Background: an optimization exercise with open tools, aiming at small area, a short achievable clock period and few clock cycles per item. Do not read the settings as production practice. RTL that was checked went through simulation tests only; none was proved equivalent to the original.

==> flow/design.v (excerpt) <==
module cordic_vec_top (
    input  logic clk,
    input  logic rst_n,
    input  logic in_valid,
    output logic in_ready,
    input  logic signed [15:0] x_start,
    input  logic signed [15:0] y_start,
    output logic out_valid,
    input  logic out_ready,
    output logic signed [15:0] mag,
    output logic signed [31:0] theta
);
clock: 9.0 ns
lec_check: 0
abc_clock_period_in_ps: 2000
cap_margin: 20
core_margin: 2
core_utilization: 40
cts_cluster_diameter: 90
cts_cluster_size: 25
setup_slack_margin: 5
slew_margin: 20
standard.sh (not shown) runs the stock make flow with config.mk's settings and CLKGATE_MAP_FILE= SYNTH_SCRIPT=/design/flow/synth_recipe.tcl, a recipe that flattens the netlist after the stock synthesis.
==> flow/flow/run.sh <==
#!/bin/bash
# Own flow: the standard synthesis and layout (standard.sh), but with the
# post-synthesis / post-CTS / post-route repair_timing aiming at a larger
# setup margin (the clock period and all constraints stay the design's).
set -euo pipefail
MARGIN=$(cat flow/margin.txt)
bash standard.sh synth > synth.log 2>&1
# same make command as standard.sh, with SETUP_SLACK_MARGIN raised
CMD=$(grep '^make ' standard.sh | sed -e 's/"\${@:-finish}"//' -e "s/SETUP_SLACK_MARGIN=[^ ]*//")
eval "$CMD SETUP_SLACK_MARGIN=$MARGIN finish" > layout.log 2>&1
RES=$(ls -d orfs/results/*/cordic_vec_top/base)
: # left out here: write the final layout as DEF
==> flow/flow/margin.txt <==
5.9
Next try:
--- a/flow/design.v
+++ b/flow/design.v
@@ -7,23 +7,23 @@
     input  logic signed [15:0] y_start,
     output logic out_valid,
     input  logic out_ready,
     output logic signed [15:0] mag,
     output logic signed [31:0] theta
 );
-    logic i_v, o_v, adv;
-    assign adv = ~o_v | out_ready;
+    logic k_v, o_v, adv;
+    assign adv = ~k_v;
     logic rdy_q;
     assign in_ready = rdy_q;
-    logic [15:0] i_x, i_y;
-    always_ff @(posedge clk) if (~i_v) begin i_x <= x_start; i_y <= y_start; end
+    logic o_en;
+    assign o_en = ~o_v | out_ready;
     logic [15:0] s0_x, s0_y;
     logic s0_v;
     logic [15:0] e_x, e_y;
-    assign e_x = i_v ? i_x : x_start;
-    assign e_y = i_v ? i_y : y_start;
+    assign e_x = x_start;
+    assign e_y = y_start;
     logic e_xn, e_yn, e_xz, e_yz, e_sf;
     assign e_xn = e_x[15]; assign e_yn = e_y[15];
     assign e_xz = (e_x == 16'd0); assign e_yz = (e_y == 16'd0);
     assign e_sf = (~e_xn & ~e_xz & ~e_yn) | (e_xn & (e_yn | e_yz));
     logic s0_cyn, s0_cxn, s0_d0;
     logic [1:0] s0_q;
@@ -3800,18 +3800,18 @@
             s10_v <= 1'b0;
             s11_v <= 1'b0;
             s12_v <= 1'b0;
             s13_v <= 1'b0;
             s14_v <= 1'b0;
             s15_v <= 1'b0;
-            i_v <= 1'b0;
+            k_v <= 1'b0;
             rdy_q <= 1'b1;
             o_v <= 1'b0;
         end else begin
             if (adv) begin
-                s0_v <= i_v | in_valid;
+                s0_v <= in_valid;
                 s1_v <= s0_v;
                 s2_v <= s1_v;
                 s3_v <= s2_v;
                 s4_v <= s3_v;
                 s5_v <= s4_v;
                 s6_v <= s5_v;
@@ -3821,19 +3821,23 @@
                 s10_v <= s9_v;
                 s11_v <= s10_v;
                 s12_v <= s11_v;
                 s13_v <= s12_v;
                 s14_v <= s13_v;
                 s15_v <= s14_v;
-                o_v <= s15_v;
             end
-            i_v <= ~adv & (i_v | in_valid);
-            rdy_q <= adv | ~(i_v | in_valid);
+            k_v <= ~o_en & (k_v | s15_v);
+            rdy_q <= o_en | ~(k_v | s15_v);
+            if (o_en) o_v <= k_v | s15_v;
         end
     end
-    logic [15:0] o_mag;
-    logic [31:0] o_theta;
-    always_ff @(posedge clk) if (adv) begin o_mag <= f_mag; o_theta <= f_theta; end
+    logic [15:0] k_mag, o_mag;
+    logic [31:0] k_theta, o_theta;
+    always_ff @(posedge clk) if (adv) begin k_mag <= f_mag; k_theta <= f_theta; end
+    always_ff @(posedge clk) if (o_en) begin
+        o_mag <= k_v ? k_mag : f_mag;
+        o_theta <= k_v ? k_theta : f_theta;
+    end
     assign out_valid = o_v;
     assign mag = o_mag;
     assign theta = o_theta;
 endmodule
What happened:
- routed wire length decreases slightly
- sequential cell count grows by 17
- hold slack barely changes
- register-to-register slack improved by 0.19 ns
- count of clock-buffer cells in the layout goes up by 7
- fmax went up by a few percent
Testbench counts after the change, summed over its fixed seeds: cycles 16,136, items 16,000.
For the first run of this note, only the layout was checked, not whether the RTL still works.

========
== 02-27 ==
cordic_vec_top, a different RTL version from the one above (not shown whole).
Size: ~3,400 cells after synthesis, about 86 I/O pins.
Design cordic_vec_top, start of the top module:
module cordic_vec_top (
    input  logic clk,
    input  logic rst_n,
    input  logic in_valid,
    output logic in_ready,
    input  logic signed [15:0] x_start,
    input  logic signed [15:0] y_start,
    output logic out_valid,
    input  logic out_ready,
    output logic signed [15:0] mag,
    output logic signed [31:0] theta
);
    logic k_v, o_v, adv;
    assign adv = ~k_v;
    assign in_ready = adv;
    logic o_en;
    assign o_en = ~o_v | out_ready;
    logic [15:0] s0_x, s0_y;
    logic s0_v;
    logic [15:0] e_x, e_y;
    assign e_x = x_start;
    assign e_y = y_start;
    logic e_xn, e_yn, e_xz, e_yz, e_sf;
    assign e_xn = e_x[15]; assign e_yn = e_y[15];
    assign e_xz = (e_x == 16'd0); assign e_yz = (e_y == 16'd0);
    assign e_sf = (~e_xn & ~e_xz & ~e_yn) | (e_xn & (e_yn | e_yz));
    logic s0_cyn, s0_cxn, s0_d0;
    logic [1:0] s0_q;
    always_ff @(posedge clk) if (adv) begin
        s0_x <= e_x; s0_y <= e_y;
        s0_cyn <= ~e_sf ^ e_yn; s0_cxn <= e_sf ^ e_xn;
        s0_d0 <= (~e_xn & ~e_xz & e_yn) | (e_xn & ~e_yn & ~e_yz);
        s0_q <= e_xz ? {e_yn, 1'b1} : (e_xn ? 2'b10 : 2'b00);
    end
    logic xneg, yneg, xz, yz, sflip, cyn, cxn;
    assign xneg = s0_x[15]; assign yneg = s0_y[15];
    assign cyn = s0_cyn;
    assign cxn = s0_cxn;
  ...
export LEC_CHECK = 0
export ABC_CLOCK_PERIOD_IN_PS = 2000
export CAP_MARGIN = 20
export CORE_MARGIN = 2
export CORE_UTILIZATION = 40
export CTS_CLUSTER_DIAMETER = 80
export CTS_CLUSTER_SIZE = 20
export SETUP_SLACK_MARGIN = 5
export SLEW_MARGIN = 20
create_clock -name core_clock -period 9.0 [get_ports {clk}]
==> flow/flow/margin.txt <==
5.8
Scripts as last shown in full above: flow/flow/run.sh
--- input diff 02-27..09-05 ---
--- a/flow/design.v
+++ b/flow/design.v
@@ -5,26 +5,26 @@
     output logic in_ready,
     input  logic signed [15:0] x_start,
     input  logic signed [15:0] y_start,
     output logic out_valid,
     input  logic out_ready,
     output logic signed [15:0] mag,
     output logic signed [31:0] theta
 );
-    logic k_v, o_v, adv;
-    assign adv = ~k_v;
-    assign in_ready = adv;
-    logic o_en;
-    assign o_en = ~o_v | out_ready;
+    logic i_v, o_v, adv;
+    assign adv = ~o_v | out_ready;
+    assign in_ready = ~i_v;
+    logic [15:0] i_x, i_y;
+    always_ff @(posedge clk) if (~i_v) begin i_x <= x_start; i_y <= y_start; end
     logic [15:0] s0_x, s0_y;
     logic s0_v;
     logic [15:0] e_x, e_y;
-    assign e_x = x_start;
-    assign e_y = y_start;
+    assign e_x = i_v ? i_x : x_start;
+    assign e_y = i_v ? i_y : y_start;
     logic e_xn, e_yn, e_xz, e_yz, e_sf;
     assign e_xn = e_x[15]; assign e_yn = e_y[15];
     assign e_xz = (e_x == 16'd0); assign e_yz = (e_y == 16'd0);
     assign e_sf = (~e_xn & ~e_xz & ~e_yn) | (e_xn & (e_yn | e_yz));
     logic s0_cyn, s0_cxn, s0_d0;
     logic [1:0] s0_q;
     always_ff @(posedge clk) if (adv) begin
         s0_x <= e_x; s0_y <= e_y;
@@ -3885,44 +3885,40 @@
             s8_v <= 1'b0;
             s9_v <= 1'b0;
             s10_v <= 1'b0;
             s11_v <= 1'b0;
             s12_v <= 1'b0;
             s13_v <= 1'b0;
             s14_v <= 1'b0;
             s15_v <= 1'b0;
-            k_v <= 1'b0;
+            i_v <= 1'b0;
             o_v <= 1'b0;
         end else begin
             if (adv) begin
-                s0_v <= in_valid;
+                s0_v <= i_v | in_valid;
                 s1_v <= s0_v;
                 s2_v <= s1_v;
                 s3_v <= s2_v;
                 s4_v <= s3_v;
                 s5_v <= s4_v;
                 s6_v <= s5_v;
                 s7_v <= s6_v;
                 s8_v <= s7_v;
                 s9_v <= s8_v;
                 s10_v <= s9_v;
                 s11_v <= s10_v;
                 s12_v <= s11_v;
                 s13_v <= s12_v;
                 s14_v <= s13_v;
                 s15_v <= s14_v;
+                o_v <= s15_v;
             end
-            k_v <= ~o_en & (k_v | s15_v);
-            if (o_en) o_v <= k_v | s15_v;
+            i_v <= ~adv & (i_v | in_valid);
         end
     end
-    logic [15:0] k_mag, o_mag;
-    logic [31:0] k_theta, o_theta;
-    always_ff @(posedge clk) if (adv) begin k_mag <= f_mag; k_theta <= f_theta; end
-    always_ff @(posedge clk) if (o_en) begin
-        o_mag <= k_v ? k_mag : f_mag;
-        o_theta <= k_v ? k_theta : f_theta;
-    end
+    logic [15:0] o_mag;
+    logic [31:0] o_theta;
+    always_ff @(posedge clk) if (adv) begin o_mag <= f_mag; o_theta <= f_theta; end
     assign out_valid = o_v;
     assign mag = o_mag;
     assign theta = o_theta;
 endmodule
The setup slack of 09-05 is smaller than that of 02-27.
Effective utilization at floorplan: 09-05 vs 02-27 — no meaningful difference
The maximum frequency of 02-27 and that of 09-05 are within noise of each other.
09-05 against 02-27: count of clock-buffer cells in the layout shrank by 3, post-detailed-routing wire length shrank by about 3.5%.
As of 09-05, largest net degree at the start of global routing had risen by more than a quarter compared to 02-27.
Comparing 09-05 and 02-27, layout buffer count excluding clock buffers is higher on 02-27.
Against 02-27 as the reference, 09-05 delivers a lower sink count of the clock tree.
09-05 ended with less number of nets in the finished design than 02-27.
No run of this note included a check of the RTL's function; only the layout flow was run.

==> port drivers added, routing unchanged <==
The results above use ideal ports. As a check the final layouts listed here were re-extracted and re-timed, cells and wires unchanged.
Step 1 (the two cells are an assumption about what drives the block):
set clk [get_ports {clk}]
set_driving_cell -lib_cell sky130_fd_sc_hd__clkbuf_16 $clk
set_driving_cell -lib_cell sky130_fd_sc_hd__buf_2 [delete_from_list [all_inputs] $clk]
Step 2, shift: input delay + t, output delay - t, t = (earliest + latest rising clock arrival at the registers) / 2. This alone moves slack from input paths to output paths.
a / b / c = ideal ports / drivers / drivers and shift; a / b = the first two.
run	shift t [ns]	setup WS [ns]	hold slack, ns
the first run of note 1	0.693	5.820 / 5.820 / 5.242	0.407 / 0.407 / 0.407
the second run of note 1	0.681	5.944 / 5.874 / 5.375	0.409 / 0.409 / 0.409
02-27	0.679	5.772 / 5.707 / 5.349	0.394 / 0.394 / 0.394
09-05	0.705	5.767 / 5.702 / 5.219	0.406 / 0.406 / 0.406
After both steps setup and hold are still met in every run listed. For the first run of note 1, which loses most, drivers alone change the setup slack by 0.000 ns; drivers and shift together by -0.578 ns.
